What follows belongs to an exercise in optimizing a design on an open flow for small area; a production flow would make more cautious choices. Function was not checked in any run shown here: the RTL went through the layout flow alone. Power figures rest on the tool's default switching activity, not on a simulated workload.

==> flow/design.v, too long to show whole: its modules and the start of the top module <==
// module WTA: 2461 lines
module WTA
#(
	parameter  MAXDISPARITY = 64 ,
	parameter  LPDI_WIDTH = 8 ,
	parameter  INPUTDATAWID = 513,
	parameter  OUTPUTDATAWID = 9
  )
(
	input wire                      clk,
	input wire                      en,
	input wire                      pixelEN,
	input  wire[INPUTDATAWID-1:0]   LPDi,
	output wire[OUTPUTDATAWID-1:0]  disparity
);
  // ...
==> flow/flow/run.sh <==
#!/bin/bash
set -euo pipefail
W=$PWD
PLAT="$FLOW_HOME/platforms/$FLOW_PLATFORM"
bash standard.sh synth > "$W/synth_ref.log" 2>&1
cp orfs/results/"$FLOW_PLATFORM"/WTA/base/1_2_yosys.v "$W/ref_synth.v"
python3 flow/map.py "$FLOW_DESIGN" "$W/ref_synth.v" "$W/mapped.v" > "$W/map.log" 2>&1
sed 's/\bmodule WTA\b/module WTA_rtl/' "$FLOW_DESIGN" > "$W/rtl_ref.v"
iverilog -g2012 -DFUNCTIONAL -DUNIT_DELAY=#0 -o "$W/selfcheck.vvp" flow/selfcheck_tb.v "$W/rtl_ref.v" \
  "$PLAT/verilog/primitives.v" "$PLAT/verilog/sky130_fd_sc_hd.v" "$W/mapped.v" > "$W/selfcheck.log" 2>&1
vvp -n "$W/selfcheck.vvp" >> "$W/selfcheck.log" 2>&1
grep -q "SELFCHECK PASS" "$W/selfcheck.log"
rm -rf orfs
bash standard.sh SYNTH_NETLIST_FILES="$W/mapped.v" \
  "BUFFER_PORTS_ARGS=-buffer_cell sky130_fd_sc_hd__buf_1" GPL_TIMING_DRIVEN=0 finish > "$W/layout.log" 2>&1
==> flow/flow/map.py <==
#!/usr/bin/env python3
"""Technology mapping for this design's RTL, which is written one gate per assignment.

usage: map.py design.v ref_synth.v out.v

Reads design.v (the version's RTL as the layout reads it), maps every
'assign nK = <expression>;' onto the sky130hd cell with that function, every bit of the
step-enabled registers onto sky130_fd_sc_hd__edfxtp_1, and writes the gate netlist.
Register instances get the names the standard synthesis gives them; ref_synth.v (the
standard synthesis of the same design.v) is read to check that the two netlists have the
same registers, by name and cell type. Stops with an error on anything it does not know."""
import re, sys

LIB = {
 'inv':    ('A', 'Y', '~{A}'),
 'nand2':  ('A B', 'Y', '~({A} & {B})'),
 'nor2':   ('A B', 'Y', '~({A} | {B})'),
 'and2':   ('A B', 'X', '{A} & {B}'),
 'or2':    ('A B', 'X', '{A} | {B}'),
 'nand3':  ('A B C', 'Y', '~({A} & {B} & {C})'),
 'nor3':   ('A B C', 'Y', '~({A} | {B} | {C})'),
 'and3':   ('A B C', 'X', '{A} & {B} & {C}'),
 'nand4':  ('A B C D', 'Y', '~({A} & {B} & {C} & {D})'),
 'nor4':   ('A B C D', 'Y', '~({A} | {B} | {C} | {D})'),
 'and4':   ('A B C D', 'X', '{A} & {B} & {C} & {D}'),
 'or4':    ('A B C D', 'X', '{A} | {B} | {C} | {D}'),
 'o22ai':  ('A1 A2 B1 B2', 'Y', '~(({A1} | {A2}) & ({B1} | {B2}))'),
 'a22oi':  ('A1 A2 B1 B2', 'Y', '~(({A1} & {A2}) | ({B1} & {B2}))'),
 'a22o':   ('A1 A2 B1 B2', 'X', '({A1} & {A2}) | ({B1} & {B2})'),
 'o22a':   ('A1 A2 B1 B2', 'X', '({A1} | {A2}) & ({B1} | {B2})'),
 'a21oi':  ('A1 A2 B1', 'Y', '~(({A1} & {A2}) | {B1})'),
 'a221o':  ('A1 A2 B1 B2 C1', 'X', '({A1} & {A2}) | ({B1} & {B2}) | {C1}'),
 'a221oi': ('A1 A2 B1 B2 C1', 'Y', '~(({A1} & {A2}) | ({B1} & {B2}) | {C1})'),
 'o221a':  ('A1 A2 B1 B2 C1', 'X', '({A1} | {A2}) & ({B1} | {B2}) & {C1}'),
 'o221ai': ('A1 A2 B1 B2 C1', 'Y', '~(({A1} | {A2}) & ({B1} | {B2}) & {C1})'),
 'mux2':   ('A0 A1 S', 'X', '{S} ? {A1} : {A0}'),
 'o21ai':  ('A1 A2 B1', 'Y', '~(({A1} | {A2}) & {B1})'),
}
# same-area stronger variants
FREE = {'inv': 2, 'mux2': 2, 'or2': 2, 'o221a': 2}
# (fanout at least, size) per cell type
FANOUT_SIZE = {
 'a221o': [(3, 2)], 'a22o': [(3, 2)], 'o22a': [(3, 2)], 'and2': [(3, 2), (6, 4)], 'and4': [(3, 2), (6, 4)],
 'or2': [(6, 4)], 'and3': [(3, 2), (6, 4)], 'or4': [(3, 2), (6, 4)],
 'nand2': [(6, 2)], 'nand3': [(6, 2)], 'a21oi': [(6, 2)],
}
SIG = r'([A-Za-z_]\w*(?:\s*\[\s*\d+\s*\])?)'

def pattern(tmpl):
    out = ''
    for part in re.split(r'(\{\w+\})', tmpl):
        if part.startswith('{'):
            out += SIG
        else:
            for ch in part:
                out += r'\s*' if ch == ' ' else re.escape(ch)
    return re.compile(r'^\s*' + out + r'\s*$')

# pins in the order their placeholders appear in the expression
PATS = [(k, pattern(v[2]), re.findall(r'\{(\w+)\}', v[2]), v[1]) for k, v in LIB.items()]
# most specific first: longer templates before shorter ones
PATS.sort(key=lambda p: -len(LIB[p[0]][2]))

def norm(s):
    return re.sub(r'\s+', '', s)

def die(msg):
    sys.exit('map.py: ' + msg)

def main():
    src, ref, out = sys.argv[1:4]
    text = open(src).read()
    text = re.sub(r'//[^\n]*', '', text)
    text = re.sub(r'/\*.*?\*/', '', text, flags=re.S)
    cells = []
    wires = []
    for m in re.finditer(r'\bassign\s+(n\d+)\s*=\s*([^;]*);', text):
        lhs, rhs = m.group(1), m.group(2)
        for typ, pat, pins, outpin in PATS:
            mm = pat.match(rhs)
            if mm:
                cells.append((typ, lhs, dict(zip(pins, map(norm, mm.groups()))), outpin))
                wires.append(lhs)
                break
        else:
            die(f'no cell for assign {lhs} = {rhs}')
    m = re.search(r'\bwire\s+step\s*=\s*en\s*&\s*pixelEN\s*;', text)
    if not m:
        die('no step')
    regs = {}
    for m in re.finditer(r'\breg\s*\[\s*(\d+)\s*:\s*0\s*\]\s*(\w+)\s*;', text):
        regs[m.group(2)] = int(m.group(1)) + 1
    blocks = re.findall(r'always\s*@\s*\(\s*posedge\s+clk\s*\)\s*if\s*\(\s*step\s*\)\s*(\w+)\s*<=\s*\{([^}]*)\}\s*;', text)
    if sorted(b[0] for b in blocks) != sorted(regs):
        die(f'registers {sorted(regs)} vs assignments {[b[0] for b in blocks]}')

    def expand(item):
        item = norm(item)
        m = re.fullmatch(r'(\w+)\[(\d+):(\d+)\]', item)
        if m:
            hi, lo = int(m.group(2)), int(m.group(3))
            return [f'{m.group(1)}[{i}]' for i in range(hi, lo - 1, -1)]
        m = re.fullmatch(r"(\d+)'b([01]+)", item)
        if m:
            assert int(m.group(1)) == len(m.group(2))
            return ['zero' if c == '0' else 'one' for c in m.group(2)]
        return [item]

    flops = []
    for name, body in blocks:
        bits = [b for it in body.split(',') for b in expand(it)]
        if len(bits) != regs[name]:
            die(f'{name}: {len(bits)} bits for {regs[name]}')
        for i, d in enumerate(reversed(bits)):
            flops.append((f'{name}[{i}]', d))
    m = re.search(r'\bassign\s+disparity\s*=\s*\{([^}]*)\}\s*;', text)
    if not m:
        die('no disparity')
    outs = [b for it in m.group(1).split(',') for b in expand(it)]
    if len(outs) != 9:
        die('disparity width')
    outs = list(reversed(outs))

    # registers of the standard synthesis
    reftxt = open(ref).read()
    refregs = sorted(re.findall(r'(sky130_fd_sc_hd__\w+)\s+\\(\S+\$_\w+)\s', reftxt))
    mine = sorted(('sky130_fd_sc_hd__edfxtp_1', f'{q}$_DFFE_PP_') for q, _ in flops)
    if refregs != mine:
        die(f'registers differ from the standard synthesis: {refregs[:5]} ... vs {mine[:5]} ...')

    # drive strengths: free upgrades (same area), then by fanout
    fanout = {}
    for typ, o, pins, outpin in cells:
        for n in pins.values():
            fanout[n] = fanout.get(n, 0) + 1
    for q, d in flops:
        fanout[d] = fanout.get(d, 0) + 1
    size = {}
    for typ, o, pins, outpin in cells:
        s_ = FREE.get(typ, 1)
        fo = fanout.get(o, 0)
        for lim, sz in FANOUT_SIZE.get(typ, []):
            if fo >= lim:
                s_ = max(s_, sz)
        size[o] = s_
    regnames = {q for q, _ in flops}
    def net(n):
        if n in regnames:
            return '\\' + n + ' '
        return n
    L = ['module WTA(clk, en, pixelEN, LPDi, disparity);',
         '  input clk; input en; input pixelEN; input [512:0] LPDi; output [8:0] disparity;',
         '  wire step; wire zero;']
    for q, _ in flops:
        L.append(f'  wire {net(q)};')
    for w in wires:
        L.append(f'  wire {w};')
    L.append('  sky130_fd_sc_hd__and2_1 ustep (.A(en), .B(pixelEN), .X(step));')
    for i, (typ, o, pins, outpin) in enumerate(cells):
        ps = ', '.join(f'.{p}({net(n)})' for p, n in pins.items())
        L.append(f'  sky130_fd_sc_hd__{typ}_{size[o]} g{i} ({ps}, .{outpin}({o}));')
    for q, d in flops:
        L.append(f'  sky130_fd_sc_hd__edfxtp_1 \\{q}$_DFFE_PP_  (.CLK(clk), .D({net(d)}), .DE(step), .Q({net(q)}));')
    if 'one' in outs:
        die('constant one output')
    L.append('  sky130_fd_sc_hd__conb_1 tie0 (.LO(zero));')
    for k, o in enumerate(outs):
        L.append(f'  assign disparity[{k}] = {net(o)};')
    L.append('endmodule')
    open(out, 'w').write('\n'.join(L) + '\n')
    print(f'map.py: {len(cells)} gates, {len(flops)} registers')

main()
==> flow/flow/selfcheck_tb.v <==
`timescale 1ns/1ps
module selfcheck_tb;
  reg clk = 0;
  reg en, pen;
  reg [512:0] lpdi;
  wire [8:0] d_net, d_rtl;
  WTA     u_net (.clk(clk), .en(en), .pixelEN(pen), .LPDi(lpdi), .disparity(d_net));
  WTA_rtl u_rtl (.clk(clk), .en(en), .pixelEN(pen), .LPDi(lpdi), .disparity(d_rtl));
  integer i, d, kind, steps, errors, seed, base;
  always #5 clk = ~clk;
  initial begin
    seed = 12345; steps = 0; errors = 0;
    en = 0; pen = 0; lpdi = 0;
    for (i = 0; i < 4000; i = i + 1) begin
      @(negedge clk);
      kind = $random(seed) & 7;
      base = $random(seed) & 255;
      for (d = 0; d < 64; d = d + 1)
        case (kind)
          0, 1: lpdi[8*d +: 8] = $random(seed);
          2, 3: lpdi[8*d +: 8] = base + ($random(seed) & 3);
          4:    lpdi[8*d +: 8] = base;
          5:    lpdi[8*d +: 8] = (($random(seed) & 15) == 0) ? ($random(seed) & 1) : 8'hff;
          6:    lpdi[8*d +: 8] = base ^ (1 << ($random(seed) & 7));
          default: lpdi[8*d +: 8] = ($random(seed) & 1) ? base : ~base;
        endcase
      lpdi[512] = $random(seed);
      en = (i < 1000) ? 1'b1 : (($random(seed) & 3) != 0);
      pen = (i < 1000) ? 1'b1 : (($random(seed) & 3) != 0);
      @(posedge clk);
      if (en && pen) steps = steps + 1;
      #1;
      if (steps >= 6 && d_net !== d_rtl) begin
        errors = errors + 1;
        if (errors < 5) $display("mismatch at %0d: net %h rtl %h", i, d_net, d_rtl);
      end
    end
    if (errors == 0) $display("SELFCHECK PASS");
    else $display("SELFCHECK FAIL %0d", errors);
    $finish;
  end
endmodule
==> flow/standard.sh <==
#!/bin/bash
# synth_recipe.tcl (not shown) runs the flow's synth.tcl, then flattens the netlist and writes it again
# the make line also repeats each setting of config.mk as NAME=value (left out here)
make -C /OpenROAD-flow-scripts/flow DESIGN_CONFIG=/design/flow/config.mk WORK_HOME=/design/flow/orfs CLKGATE_MAP_FILE= SYNTH_SCRIPT=/design/flow/synth_recipe.tcl "${@:-finish}"
==> flow/config.mk <==
export PLATFORM = sky130hd
export DESIGN_NAME = WTA
export DESIGN_NICKNAME = WTA
export VERILOG_FILES = /design/flow/design.v
export SDC_FILE = /design/flow/constraint.sdc
export NUM_CORES = 8
export LEC_CHECK = 0
export CAP_MARGIN = 20
export CORE_MARGIN = 2
export CORE_UTILIZATION = 40
export SLEW_MARGIN = 20
==> flow/constraint.sdc <==
create_clock -name core_clock -period 6.67 [get_ports {clk}]
set_input_delay 1.3340 -clock core_clock [delete_from_list [all_inputs] [get_ports {clk}]]
set_output_delay 1.3340 -clock core_clock [all_outputs]
set_load 0.01 [all_outputs]
==> out/qor.txt, run 1 <==
post-layout minimum cycle time - 6.549 ns
root buffer cell - clkbuf_16
CLK BUF - 9
GR Util met3 - 6.721%
clock latency (worst-skew pair) - 0.34 ns
hold path cells - 0
Non-CTS inverters - 3
CP Buf/Inv Count - 1
initial antenna violation count - 11
Port-buffer cells - 522
outcome - no timing/DRC/antenna violations
Power Internal - 0.001294 W
GRT Max-Usage Layer - met2
CTS Sinks - 67
Psw - 0.001066 W
pre-CTS setup slack - -0.4427 ns
area of the multi-input gates - 0.008786 mm2
Critical Path End - s1[11]
synthesized area - 0.01050 mm2
grt met1 use - 42.30%
cts bufs inserted - 9
Max Fanout on Critical Path - 11
Top class by area - multi-input combinational cells
type of origin of the critical path - input pin
max reg flops - 35
Biggest consumer - combinational logic
DR top layer - met5
#MultiIn Comb - 1209
worst path cell trace - buf_1 -> nand4_1 -> or2_4 -> nor4_1 -> and2_4 -> a21oi_2 -> o22a_2 -> a22oi_1 -> and4_4 -> a21oi_4 -> o221ai_1 -> o22ai_1 -> nor2_1 -> nand2_1 -> nand3_1 -> nand3_2 -> a221oi_2 -> a22oi_1 -> and4_4 -> a21oi_4 -> o221ai_1
==> inputs of run 2 (changes only) <==
--- a/flow/design.v
+++ b/flow/design.v
@@ -1212,31 +1212,16 @@
 wire n1196;
 wire n1197;
 wire n1198;
 wire n1199;
 wire n1200;
 wire n1201;
 wire n1202;
 wire n1203;
-wire n1204;
-wire n1205;
-wire n1206;
-wire n1207;
-wire n1208;
-wire n1209;
-wire n1210;
-wire n1211;
-wire n1212;
-wire n1213;
-wire n1214;
-wire n1215;
-wire n1216;
-wire n1217;
-wire n1218;
 assign n1 = ~(LPDi[7] & LPDi[15] & LPDi[23] & LPDi[31]);
 assign n2 = ~(LPDi[39] & LPDi[47] & LPDi[55] & LPDi[63]);
 assign n3 = n1 | n2;
 assign n4 = ~(n1 | n2);
 assign n5 = ~((LPDi[7] | LPDi[6]) & (LPDi[15] | LPDi[14]));
 assign n6 = ~((LPDi[23] | LPDi[22]) & (LPDi[31] | LPDi[30]));
 assign n7 = ~((LPDi[39] | LPDi[38]) & (LPDi[47] | LPDi[46]));
 assign n8 = ~((LPDi[55] | LPDi[54]) & (LPDi[63] | LPDi[62]));
@@ -2413,50 +2398,35 @@
 assign n1179 = n1177 ? n1173 : n1174;
 assign n1180 = n1025 | n1026;
 assign n1181 = n1029 | n1030;
 assign n1182 = n1180 ? n1025 : n1027;
 assign n1183 = n1181 ? n1029 : n1031;
 assign n1184 = n1025 | n1026 | n1027 | n1028;
 assign n1185 = n1184 ? n1182 : n1183;
 assign n1186 = n1184 ? n1180 : n1181;
-assign n1187 = s1[3] ? s1[4] : s1[0];
-assign n1188 = s1[3] ? s1[5] : s1[1];
-assign n1189 = s1[3] ? s1[6] : s1[2];
-assign n1190 = s1[3] & s1[7];
-assign n1191 = s1[11] ? s1[12] : s1[8];
-assign n1192 = s1[11] ? s1[13] : s1[9];
-assign n1193 = s1[11] ? s1[14] : s1[10];
-assign n1194 = s1[11] & s1[15];
-assign n1195 = s1[19] ? s1[20] : s1[16];
-assign n1196 = s1[19] ? s1[21] : s1[17];
-assign n1197 = s1[19] ? s1[22] : s1[18];
-assign n1198 = s1[19] & s1[23];
-assign n1199 = s1[27] ? s1[28] : s1[24];
-assign n1200 = s1[27] ? s1[29] : s1[25];
-assign n1201 = s1[27] ? s1[30] : s1[26];
-assign n1202 = n1190 ? n1191 : n1187;
-assign n1203 = n1190 ? n1192 : n1188;
-assign n1204 = n1190 ? n1193 : n1189;
-assign n1205 = n1190 ? s1[11] : s1[3];
-assign n1206 = n1190 & n1194;
-assign n1207 = n1198 ? n1199 : n1195;
-assign n1208 = n1198 ? n1200 : n1196;
-assign n1209 = n1198 ? n1201 : n1197;
-assign n1210 = n1198 ? s1[27] : s1[19];
-assign n1211 = n1206 ? n1207 : n1202;
-assign n1212 = n1206 ? n1208 : n1203;
-assign n1213 = n1206 ? n1209 : n1204;
-assign n1214 = n1206 ? n1210 : n1205;
-assign n1215 = n1206 ? n1198 : n1190;
-assign n1216 = ~n1211;
-assign n1217 = ~n1212;
-assign n1218 = ~n1213;
+assign n1187 = s1[3] & s1[7] & s1[11] & s1[15];
+assign n1188 = s1[3] & s1[7];
+assign n1189 = s1[19] & s1[23];
+assign n1190 = n1187 ? n1189 : n1188;
+assign n1191 = n1187 ? (n1190 ? s1[27] : s1[19]) : (n1190 ? s1[11] : s1[3]);
+assign n1192 = n1190 ? (n1191 ? s1[12] : s1[8]) : (n1191 ? s1[4] : s1[0]);
+assign n1193 = n1190 ? (n1191 ? s1[28] : s1[24]) : (n1191 ? s1[20] : s1[16]);
+assign n1194 = n1187 ? n1193 : n1192;
+assign n1195 = n1190 ? (n1191 ? s1[13] : s1[9]) : (n1191 ? s1[5] : s1[1]);
+assign n1196 = n1190 ? (n1191 ? s1[29] : s1[25]) : (n1191 ? s1[21] : s1[17]);
+assign n1197 = n1187 ? n1196 : n1195;
+assign n1198 = n1190 ? (n1191 ? s1[14] : s1[10]) : (n1191 ? s1[6] : s1[2]);
+assign n1199 = n1190 ? (n1191 ? s1[30] : s1[26]) : (n1191 ? s1[22] : s1[18]);
+assign n1200 = n1187 ? n1199 : n1198;
+assign n1201 = ~n1194;
+assign n1202 = ~n1197;
+assign n1203 = ~n1200;
 reg [31:0] s1;
 always @(posedge clk)
 if (step)
 	s1 <= {LPDi[512], n1184, n1186, n1185, n1129, n1177, n1179, n1178, n1128, n1170, n1172, n1171, n1127, n1163, n1165, n1164, n1126, n1156, n1158, n1157, n1125, n1149, n1151, n1150, n1124, n1142, n1144, n1143, n1123, n1135, n1137, n1136};
 reg [34:0] pipe;
 always @(posedge clk)
 if (step)
-	pipe <= {pipe[27:0], s1[31], n1206, n1215, n1214, n1218, n1217, n1216};
+	pipe <= {pipe[27:0], s1[31], n1187, n1190, n1191, n1203, n1202, n1201};
 assign disparity = {pipe[34], 2'b00, pipe[33:28]};
 endmodule
--- a/flow/flow/run.sh
+++ b/flow/flow/run.sh
@@ -7,9 +7,9 @@
 python3 flow/map.py "$FLOW_DESIGN" "$W/ref_synth.v" "$W/mapped.v" > "$W/map.log" 2>&1
 sed 's/\bmodule WTA\b/module WTA_rtl/' "$FLOW_DESIGN" > "$W/rtl_ref.v"
 iverilog -g2012 -DFUNCTIONAL -DUNIT_DELAY=#0 -o "$W/selfcheck.vvp" flow/selfcheck_tb.v "$W/rtl_ref.v" \
   "$PLAT/verilog/primitives.v" "$PLAT/verilog/sky130_fd_sc_hd.v" "$W/mapped.v" > "$W/selfcheck.log" 2>&1
 vvp -n "$W/selfcheck.vvp" >> "$W/selfcheck.log" 2>&1
 grep -q "SELFCHECK PASS" "$W/selfcheck.log"
 rm -rf orfs
 bash standard.sh SYNTH_NETLIST_FILES="$W/mapped.v" \
-  "BUFFER_PORTS_ARGS=-buffer_cell sky130_fd_sc_hd__buf_1" GPL_TIMING_DRIVEN=0 finish > "$W/layout.log" 2>&1
+  "BUFFER_PORTS_ARGS=-buffer_cell sky130_fd_sc_hd__buf_1" GPL_TIMING_DRIVEN=0 CORE_UTILIZATION=35 PLACE_DENSITY=0.50 CTS_BUF_LIST=sky130_fd_sc_hd__clkbuf_8 finish > "$W/layout.log" 2>&1
--- a/flow/flow/map.py
+++ b/flow/flow/map.py
@@ -30,24 +30,25 @@
  'o22a':   ('A1 A2 B1 B2', 'X', '({A1} | {A2}) & ({B1} | {B2})'),
  'a21oi':  ('A1 A2 B1', 'Y', '~(({A1} & {A2}) | {B1})'),
  'a221o':  ('A1 A2 B1 B2 C1', 'X', '({A1} & {A2}) | ({B1} & {B2}) | {C1}'),
  'a221oi': ('A1 A2 B1 B2 C1', 'Y', '~(({A1} & {A2}) | ({B1} & {B2}) | {C1})'),
  'o221a':  ('A1 A2 B1 B2 C1', 'X', '({A1} | {A2}) & ({B1} | {B2}) & {C1}'),
  'o221ai': ('A1 A2 B1 B2 C1', 'Y', '~(({A1} | {A2}) & ({B1} | {B2}) & {C1})'),
  'mux2':   ('A0 A1 S', 'X', '{S} ? {A1} : {A0}'),
  'o21ai':  ('A1 A2 B1', 'Y', '~(({A1} | {A2}) & {B1})'),
+ 'mux4':   ('A0 A1 A2 A3 S0 S1', 'X', '{S1} ? ({S0} ? {A3} : {A2}) : ({S0} ? {A1} : {A0})'),
 }
 # same-area stronger variants
-FREE = {'inv': 2, 'mux2': 2, 'or2': 2, 'o221a': 2}
+FREE = {'inv': 2, 'mux2': 2, 'or2': 2, 'o221a': 2, 'mux4': 2}
 # (fanout at least, size) per cell type
 FANOUT_SIZE = {
- 'a221o': [(3, 2)], 'a22o': [(3, 2)], 'o22a': [(3, 2)], 'and2': [(3, 2), (6, 4)], 'and4': [(3, 2), (6, 4)],
+ 'o22a': [(3, 2)], 'and2': [(3, 2), (6, 4)], 'and4': [(3, 2), (6, 4)],
  'or2': [(6, 4)], 'and3': [(3, 2), (6, 4)], 'or4': [(3, 2), (6, 4)],
- 'nand2': [(6, 2)], 'nand3': [(6, 2)], 'a21oi': [(6, 2)],
+ 'a21oi': [(6, 2)],
 }
 SIG = r'([A-Za-z_]\w*(?:\s*\[\s*\d+\s*\])?)'
 
 def pattern(tmpl):
     out = ''
     for part in re.split(r'(\{\w+\})', tmpl):
         if part.startswith('{'):
             out += SIG
@@ -74,19 +75,25 @@
     text = re.sub(r'/\*.*?\*/', '', text, flags=re.S)
     cells = []
     wires = []
     for m in re.finditer(r'\bassign\s+(n\d+)\s*=\s*([^;]*);', text):
         lhs, rhs = m.group(1), m.group(2)
         for typ, pat, pins, outpin in PATS:
             mm = pat.match(rhs)
             if mm:
-                cells.append((typ, lhs, dict(zip(pins, map(norm, mm.groups()))), outpin))
-                wires.append(lhs)
-                break
+                pd = {}
+                for p, v in zip(pins, map(norm, mm.groups())):
+                    if pd.setdefault(p, v) != v:
+                        break
+                else:
+                    cells.append((typ, lhs, pd, outpin))
+                    wires.append(lhs)
+                    break
+                continue
         else:
             die(f'no cell for assign {lhs} = {rhs}')
     m = re.search(r'\bwire\s+step\s*=\s*en\s*&\s*pixelEN\s*;', text)
     if not m:
         die('no step')
     regs = {}
     for m in re.finditer(r'\breg\s*\[\s*(\d+)\s*:\s*0\s*\]\s*(\w+)\s*;', text):
         regs[m.group(2)] = int(m.group(1)) + 1
@@ -145,27 +152,31 @@
         size[o] = s_
     regnames = {q for q, _ in flops}
     def net(n):
         if n in regnames:
             return '\\' + n + ' '
         return n
     L = ['module WTA(clk, en, pixelEN, LPDi, disparity);',
          '  input clk; input en; input pixelEN; input [512:0] LPDi; output [8:0] disparity;',
-         '  wire step; wire zero;']
+         '  wire zero;']
     for q, _ in flops:
         L.append(f'  wire {net(q)};')
     for w in wires:
         L.append(f'  wire {w};')
-    L.append('  sky130_fd_sc_hd__and2_1 ustep (.A(en), .B(pixelEN), .X(step));')
+    # the step enable, one copy per 16 registers
+    nstep = (len(flops) + 15) // 16
+    for j in range(nstep):
+        L.append(f'  wire step{j};')
+        L.append(f'  sky130_fd_sc_hd__and2_2 ustep{j} (.A(en), .B(pixelEN), .X(step{j}));')
     for i, (typ, o, pins, outpin) in enumerate(cells):
         ps = ', '.join(f'.{p}({net(n)})' for p, n in pins.items())
         L.append(f'  sky130_fd_sc_hd__{typ}_{size[o]} g{i} ({ps}, .{outpin}({o}));')
-    for q, d in flops:
-        L.append(f'  sky130_fd_sc_hd__edfxtp_1 \\{q}$_DFFE_PP_  (.CLK(clk), .D({net(d)}), .DE(step), .Q({net(q)}));')
+    for j, (q, d) in enumerate(flops):
+        L.append(f'  sky130_fd_sc_hd__edfxtp_1 \\{q}$_DFFE_PP_  (.CLK(clk), .D({net(d)}), .DE(step{j * nstep // len(flops)}), .Q({net(q)}));')
     if 'one' in outs:
         die('constant one output')
     L.append('  sky130_fd_sc_hd__conb_1 tie0 (.LO(zero));')
     for k, o in enumerate(outs):
         L.append(f'  assign disparity[{k}] = {net(o)};')
     L.append('endmodule')
     open(out, 'w').write('\n'.join(L) + '\n')
     print(f'map.py: {len(cells)} gates, {len(flops)} registers')
==> run 2 against run 1 <==
Still clean; sequential power about the same; critical path depth down 2; core utilization down 4.9 points; final area down 2.3%; die area up 8.4%; register-to-register slack worse by 1.1 ns; highest routed layer is now met4.
==> out/qor.txt, run 2 <==
slew margin rel. - 61.24% (was 62.56%)
Final nets - 2331 (was 2335)
Fillers - 2978 (was 2653)
drt initial violations - 1697 (was 1662)
Placed Cells incl. Taps - 2168 (was 2137)
Psw - 0.001037 W (was 0.001066 W)
Leak - 4.035 nW (was 4.146 nW)
CTS Sinks - 67 (unchanged)
Worst Reg2Reg Path Length in Cells - 6 (was 3)
ratio of cells with drive above 1 in the final layout - 11.70% (was 23.46%)
maximum capacitance violations - 0 (unchanged)
synthesized area - 0.009972 mm2 (was 0.01050 mm2)
Critical Path End - s1[20] (was s1[11])
H-tree depth - 3 (unchanged)
most common cell after layout, fill and taps aside - buf_1 (unchanged)
top flop regs - pipe x35, s1 x32 (unchanged)
vias in the first global route - 13.36k (was 13.49k)
Max IR drop VDD - 81.58 uV (was 115.7 uV)
setup slack, reg-to-reg - 4.03 ns (was 5.09 ns)
most frequent cells in the layout - 522 x buf_1, 236 x o22ai_1, 191 x nor3_1 (was 522 x buf_1, 236 x o22ai_1, 192 x nor3_1)
worst-margin pin slew - 0.5761 ns (was 0.5565 ns)
DIE HEIGHT - 172.8 um (was 166.0 um)
sw frac - 47.17% (was 45.17%)
Max Buffers Root-to-Sink - 2 (unchanged)
GP Congestion - 0.9941 (was 0.9830)
Comb power frac - 60.2% (was 57.5%)
area of the multi-input gates - 0.008491 mm2 (was 0.008786 mm2)
Sequential Power Share - 23.7% (was 22.1%)
Area Growth Syn to Fin - 33.07% (was 29.38%)
Crit Path Class - in -> reg (unchanged)
# DRC - 0 (unchanged)
hold crit path type - reg -> reg (unchanged)
initial antenna violation count - 8 (was 11)
Most flops, register - pipe (unchanged)
root buffer cell - clkbuf_8 (was clkbuf_16)
fin crit share - 96.48% (was 98.18%)
Core ar. - 0.02793 mm2 (was 0.02591 mm2)
Pwr Total - 0.002198 W (was 0.002361 W)
Hold Vio Cnt, Final - 0 (unchanged)
Clk pwr share - 16.1% (was 20.4%)
max reg flops - 35 (unchanged)
hold path cells - 0 (unchanged)
clk slew on worst S/H paths - 0.08 ns (was 0.06 ns)
routed len/inst - 23.04 um (was 23.40 um)
CP Data Required Time - 6.77 ns (was 6.73 ns)
Port-buffer cells - 522 (unchanged)
R2R Path End - pipe[1] (was pipe[3])
total track usage - 30.94% (was 33.57%)
DRT Pass-1 Iters - 6 (unchanged)
Yosys warnings - 0 (unchanged)
Power Internal - 0.001161 W (was 0.001294 W)
TritonCTS clock tree - done (unchanged)
number of I/O pins - 525 (unchanged)
outcome - no timing/DRC/antenna violations (unchanged)
initial core utilization - 35.70% (was 40.50%)
reg2reg start - s1[3] (was s1[19])
cts bufs inserted - 9 (unchanged)
remaining antenna violation count - 0 (unchanged)
full die area - 0.02986 mm2 (was 0.02755 mm2)
Setup violations, final - 0 (unchanged)
power per cell area - 165.6 mW/mm2 (was 173.9 mW/mm2)
Max Slew Vio Count - 0 (unchanged)
Site Rows - 61 (was 59)
type of origin of the critical path - input pin (unchanged)
WL final - 50.90 mm (was 50.72 mm)
grt total ovfl - 0 (unchanged)
critical path capture point type - register (unchanged)
post-layout minimum cycle time - 6.435 ns (was 6.549 ns)
Setup Skew - 0.01364 ns (was 0.004468 ns)
clock latency (worst-skew pair) - 0.36 ns (was 0.34 ns)
Max Fanout on Critical Path - 11 (unchanged)
die width - 172.8 um (was 166.0 um)
post-synthesis cell count - 1267 (was 1278)
Non-Filler Instances - 2209 (was 2168)
post-DP HPWL - 42.97 mm (was 42.81 mm)
fmax - 155.4 MHz (was 152.7 MHz)
synthesized area per cell - 7.871 um2 (was 8.212 um2)
CP arrival - 6.54 ns (was 6.61 ns)
first-pass GRT wire length - 73.75 mm (was 73.89 mm)
Worst Setup SP - LPDi[366] (was LPDi[423])
Register Area - 0.002012 mm2 (unchanged)
largest net degree at the start of global routing - 15 (was 39)
Via density - 6.713 (was 6.878)
via count - 14.83k (was 14.91k)
## run 2: cell types whose count changed in the layout (fill, tap and decap cells not counted), sizes merged
cell and change:
clkinv -5, buf +5, diode +2, mux2 -21, inv +3, and4 +1, mux4 +7, and2 +2
clkinvlp +2, nand3 +2
## run 2: power by group through the flow
| stage | Sequential (W) | Combinational, W | Clock [W] |
|---|---|---|---|
| 2_1_floorplan | 0.000522 | 0.000739 | 0 |
| 3_3_place_gp | 0.000529 | 0.00118 | 0 |
| 6_report | 0.000521 | 0.00132 | 0.000354 |
| 5_1_grt | 0.000523 | 0.00143 | 0.000385 |
| 4_1_cts | 0.000521 | 0.00120 | 0.000365 |
| 3_5_place_dp | 0.000530 | 0.00118 | 0 |
## run 2: area by class of cell
cell class	count	share of cell area (%)
tap	378	3.564
sequential	67	15.16
inverter	3	0.08486
clock buffer	9	0.9334
timing repair buffer	534	15.44
multi-input combinational	1200	63.98
clock inverter	7	0.6223
antenna	11	0.2074
## run 2: worst max-delay path, stage by stage
cell      delay [ns]
buf_1           0.14
nand4_1         0.14
o21ai_1         0.17
nand3_2         0.25
a22o_1          0.34
o22ai_1         0.19
nor2_1          0.08
nand2_1         0.30
a221o_1         0.31
nor3_1          0.08
nor4_1          0.52
nand3_1         0.37
a221o_1         0.50
nor3_1          0.30
nor4_2          0.11
nand3_2         0.22
a221oi_1        0.13
or4_2           0.72
mux2_2          0.31
## run 2: per-stage QoR
step	area [um2]	util (%)	TNS (ns)	setup slack [ns]	hold slack (ns)
final	13270	47.51	0	0.2345	0.4188
after CTS	12740	45.60	0	0.00007949	0.4217
after global placement	12410	44.42	-15.59	-0.8828	0.4009
after global routing	13260	47.48	-0.1674	-0.06542	0.4221
after detailed placement	12410	44.42	-15.69	-0.8871	0.4045
after floorplan	9976	-	0	0.7155	0.4003
## run 2: worst min-delay path by stage
stage                        start  endpoint  slack (ns)
after floorplan            pipe[3]  pipe[10]        0.40
after global placement    pipe[15]  pipe[22]        0.40
after detailed placement  pipe[16]  pipe[23]        0.40
after CTS                 pipe[23]  pipe[30]        0.42
after global routing      pipe[23]  pipe[30]        0.42
final                     pipe[23]  pipe[30]        0.42
## run 2: what timing repair did
action / 4_1_cts / 5_1_grt
gates cloned: 0 / 2
hold buffers: 0 / 0
resized for setup: 24 / 66
endpoints found under the setup margin: 22 / 28
setup buffers: 0 / 12
hold endpoints to repair: 0 / 0
pin swaps: 1 / 14
## run 2: routing by layer
layer	GRT usage, %	part of all wire [%]
met5	0	0
met4	13.06	4.2
met3	6.288	8.0
met2	53.21	48
met1	37.58	40

-- port drivers added, routing unchanged --
The results above use ideal ports. As a check the final layouts listed here were re-extracted and re-timed, cells and wires unchanged. Step 1: set_driving_cell puts a clkbuf_16 on clk and a buf_2 on each other input, an assumption about the parent block. Step 2 times the ports against the registers' clock, not the clock port: input delays grow and output delays shrink by t, the midpoint of the rising clock arrivals with the driver on. a / b / c = ideal / step 1 / step 2; a / b = the first two.
run	shift t [ns]	setup slack, ns	worst data-port slew with drivers (ns)
run 1	0.380	0.121 / 0.140 / -0.240	0.12
run 2	0.387	0.235 / 0.242 / -0.145	0.11
Met with ideal ports but missed after step 2: setup timing in run 1 and run 2. For run 2, which loses most, drivers alone change the setup slack by +0.007 ns; drivers and shift together by -0.380 ns.
